What follows belongs to an exercise in optimizing a design on an open flow for small area, a short achievable clock period and few clock cycles; a production flow would make more cautious choices.
Only simulation tests tie the RTL to the original design; equivalence was not proved.
Power figures rest on the tool's default switching activity, not on a simulated workload.

Design mgm, start of the top module:
module mgm(clk, rst, len_A, len_M, cmd, done, key, A, M, C, T, nonce);
Size in the first run: roughly 7100 cells after synthesis, roughly 760 flip-flops, ~0.060 sq mm of cells after synthesis.
Settings: LEC_CHECK=0, CAP_MARGIN=20, CORE_MARGIN=2, CORE_UTILIZATION=50, CTS_CLUSTER_DIAMETER=100, CTS_CLUSTER_SIZE=20, SETUP_SLACK_MARGIN=4, SLEW_MARGIN=20; clock period 7.5 ns.
standard.sh (not shown) runs the stock make flow with config.mk's settings and CLKGATE_MAP_FILE= SYNTH_SCRIPT=/design/flow/synth_recipe.tcl, a recipe that flattens the netlist after the stock synthesis.
==> flow/flow/run.sh <==
#!/bin/bash
# The standard layout (the standard.sh: ORFS synthesis, floorplan,
# placement, CTS and routing, unchanged), except that the port buffers that
# global placement puts on every input and output are the smallest buffer
# cell, sky130_fd_sc_hd__buf_1, instead of the slow 10 um2 delay buffer that
# buffer_ports picks by default. Timing repair still resizes them where a
# path needs it.
set -euo pipefail
export BUFFER_PORTS_ARGS="-buffer_cell sky130_fd_sc_hd__buf_1"
bash standard.sh > standard_flow.log 2>&1
The first run went through all stages and came out clean.
Testbench counts at the start, summed over its fixed seeds: cycles 7,332.
Next try:
--- a/flow/design.v
+++ b/flow/design.v
@@ -502,20 +502,16 @@
 wire [63:0] hq = hp ? h1q : h0q;
 wire [63:0] gq = hp ? g1q : g0q;
 wire       c_ld_x = c_ld_a | c_ld_c | c_ld_l;
 wire [2:0] st_n = rst ? S_IDLE : c_st;
 wire [2:0] pc_n = rst ? 3'd0 : (cmd != 6'd0) ? cmd[2:0] : c_clr_pc ? 3'd0 : pc;
 wire       hp_n = c_clr_acc ? 1'b0 : c_tk_h ? !hp : hp;
 wire       mbusy_n = rst ? 1'b0 : c_ld_x ? 1'b1 : (mbusy && y[63:4] == 60'd0) ? 1'b0 : mbusy;
 wire       hr_n = hp_n ? h1r_n : h0r_n;
-wire [63:0] mt, xn;
-wire [63:0] cval;
-wire [63:0] y_n = c_ld_a ? A : c_ld_c ? cval : c_ld_l ? {LA, LM} :
-                  c_clr_acc ? 64'h0 : {4'b0000, y[63:4]};
 wire       gr_n = hp_n ? g1r_n : g0r_n;
 reg d_done, d_clr_pc, d_ld_zy, d_ld_h0, d_ld_h1, d_ld_g0, d_ld_g1, d_tk_h, d_tk_g,
     d_ld_a, d_ld_c, d_ld_l, d_clr_acc, d_h0_s, d_h0_n, d_g0_n, d_yinc;
 reg [2:0] d_st;
 always @(*) begin
     d_st = st_n; d_clr_pc = 0; d_done = 0; d_ld_zy = 0;
     d_ld_h0 = 0; d_ld_h1 = 0; d_ld_g0 = 0; d_ld_g1 = 0; d_tk_h = 0; d_tk_g = 0;
     d_ld_a = 0; d_ld_c = 0; d_ld_l = 0; d_clr_acc = 0; d_h0_s = 0; d_h0_n = 0; d_g0_n = 0;
@@ -547,17 +543,17 @@
                 d_ld_c = 1; d_tk_h = 1; d_tk_g = 1; d_ld_h0 = !hp_n; d_ld_h1 = hp_n;
                 d_ld_g0 = !hp_n; d_ld_g1 = hp_n; d_yinc = 1; d_done = 1; d_clr_pc = 1;
             end
             7: if (hr_n && !mbusy_n) begin
                 d_ld_l = 1; d_tk_h = 1; d_st = S_FINW;
             end
             default: ;
         endcase
-        S_FINW: if (!mbusy_n || y_n[63:4] == 60'd0) begin
+        S_FINW: if (!mbusy_n) begin
             d_ld_h0 = 1; d_h0_s = 1; d_st = S_FINS;
         end
         S_FINS: if (k0fin_n) begin
             d_done = 1; d_clr_pc = 1; d_st = S_IDLE;
         end
         default: d_st = S_IDLE;
     endcase
 end
@@ -578,17 +574,17 @@
         c_tk_h <= d_tk_h; c_tk_g <= d_tk_g;
         c_ld_a <= d_ld_a; c_ld_c <= d_ld_c; c_ld_l <= d_ld_l; c_clr_acc <= d_clr_acc;
         c_h0_s <= d_h0_s; c_h0_n <= d_h0_n; c_g0_n <= d_g0_n;
         c_zinc <= d_ld_h0 && !d_h0_n && !d_h0_s || d_ld_h1;
         c_yinc <= d_yinc;
         c_st <= d_st;
     end
 end
-wire [63:0] h0d = c_h0_n ? {1'b1, nonce} : c_h0_s ? S ^ mt : Z;
+wire [63:0] h0d = c_h0_n ? {1'b1, nonce} : c_h0_s ? S : Z;
 wire [63:0] g0d = c_g0_n ? {1'b0, nonce} : Y;
 gost_ku ku0(.clk(clk), .rst(rst), .key(key), .load(c_ld_h0 | c_ld_g0), .run(k0run),
             .fin(k0fin), .fin_n(k0fin_n), .kreg(k0reg));
 gost_ku ku1(.clk(clk), .rst(rst), .key(key), .load(c_ld_h1 | c_ld_g1), .run(k1run),
             .fin(k1fin), .fin_n(k1fin_n), .kreg(k1reg));
 gost_28147_89 h0(.clk(clk), .rst(rst), .load(c_ld_h0), .take(c_tk_h & !hp), .pdata(h0d),
                  .kreg(k0reg), .krun(k0run), .kfin(k0fin), .q(h0q), .rdy(h0r), .rdy_n(h0r_n));
 gost_28147_89 g0(.clk(clk), .rst(rst), .load(c_ld_g0), .take(c_tk_g & !hp), .pdata(g0d),
@@ -598,27 +594,32 @@
 gost_28147_89 g1(.clk(clk), .rst(rst), .load(c_ld_g1), .take(c_tk_g & hp), .pdata(Y),
                  .kreg(k1reg), .krun(k1run), .kfin(k1fin), .q(g1q), .rdy(g1r), .rdy_n(g1r_n));
 assign T = h0q;
 wire [63:0] mask;
 genvar i;
 generate for (i = 0; i < 64; i = i + 1) begin : msk
     assign mask[i] = lenok && (lenq >= 7'd64 - i);
 end endgenerate
-assign cval = (pc == 6) ? ((gq ^ M) & mask) : (gq ^ M);
+wire [63:0] cval = (pc == 6) ? ((gq ^ M) & mask) : (gq ^ M);
+wire [63:0] mt, xn;
 mul m(.x(x), .y(y[3:0]), .t(mt), .xn(xn));
 always @(posedge clk) begin
     lenq <= len_M[6:0];
     lenok <= (len_M[31:7] == 25'd0) && (len_M[6:0] <= 7'd64);
     if (c_ld_zy) Z <= h0q;
     else if (c_zinc) Z[63:32] <= Z[63:32] + 32'h1;
     if (c_ld_zy) Y <= g0q;
     else if (c_yinc) Y[31:0] <= Y[31:0] + 32'h1;
     x <= c_ld_x ? hq : xn;
-    y <= y_n;
+    if (c_ld_a) y <= A;
+    else if (c_ld_c) y <= cval;
+    else if (c_ld_l) y <= {LA, LM};
+    else if (c_clr_acc) y <= 64'h0;
+    else y <= {4'b0000, y[63:4]};
     S <= c_clr_acc ? 64'h0 : S ^ mt;
     if (c_clr_acc) LA <= 32'h0;
     else if (c_ld_a) LA <= LA + len_A;
     if (c_clr_acc) LM <= 32'h0;
     else if (c_ld_c) LM <= LM + len_M;
 end
 assign C = y;
 endmodule
Result:
- The changed run produced a clean layout
- routed wire length drops by 6.0%
- fmax rises by 0.66%
- clock skew drops by 24 ps
- global-route usage shrinks by 2.1 points
- worst hold slack gains 16 ps
- total power is lower by 5.3%
- synthesized area went down by 1.8%
- final area fell by 3.6%
- clock-buffer cell count is unchanged
- utilization went down by 1.1 points
- worst setup slack improved by 23 ps
Testbench counts after the change, summed over its fixed seeds: cycles 7,364.

## separate check: timing with driven ports
How much do the figures lean on ideal ports? The routed layouts below were timed once more, with nothing changed but the port constraints.
Step 1 (the two cells are an assumption about what drives the block):
set clk [get_ports {clk}]
set_driving_cell -lib_cell sky130_fd_sc_hd__clkbuf_16 $clk
set_driving_cell -lib_cell sky130_fd_sc_hd__buf_2 [delete_from_list [all_inputs] $clk]
Step 2 times the ports against the registers' clock, not the clock port: input delays grow and output delays shrink by t, the midpoint of the rising clock arrivals with the driver on.
Three values: ideal ports, drivers, drivers and shift; two values: the first two.
run | t (ns) | setup WS [ns] | worst setup path after step 2 | clock arrival spread, ns | worst slew at a driven data input, ns
the first run | 0.744 | 3.956 / 3.956 / 3.318 | input to register | 0.077 / 0.078 | 0.14
the second run | 0.764 | 3.979 / 3.979 / 3.349 | input to register | 0.052 / 0.052 | 0.19
After both steps setup and hold are still met in every run listed. The setup slack of the first run, which loses most, moves by 0.000 ns with the drivers and by -0.638 ns with both steps.
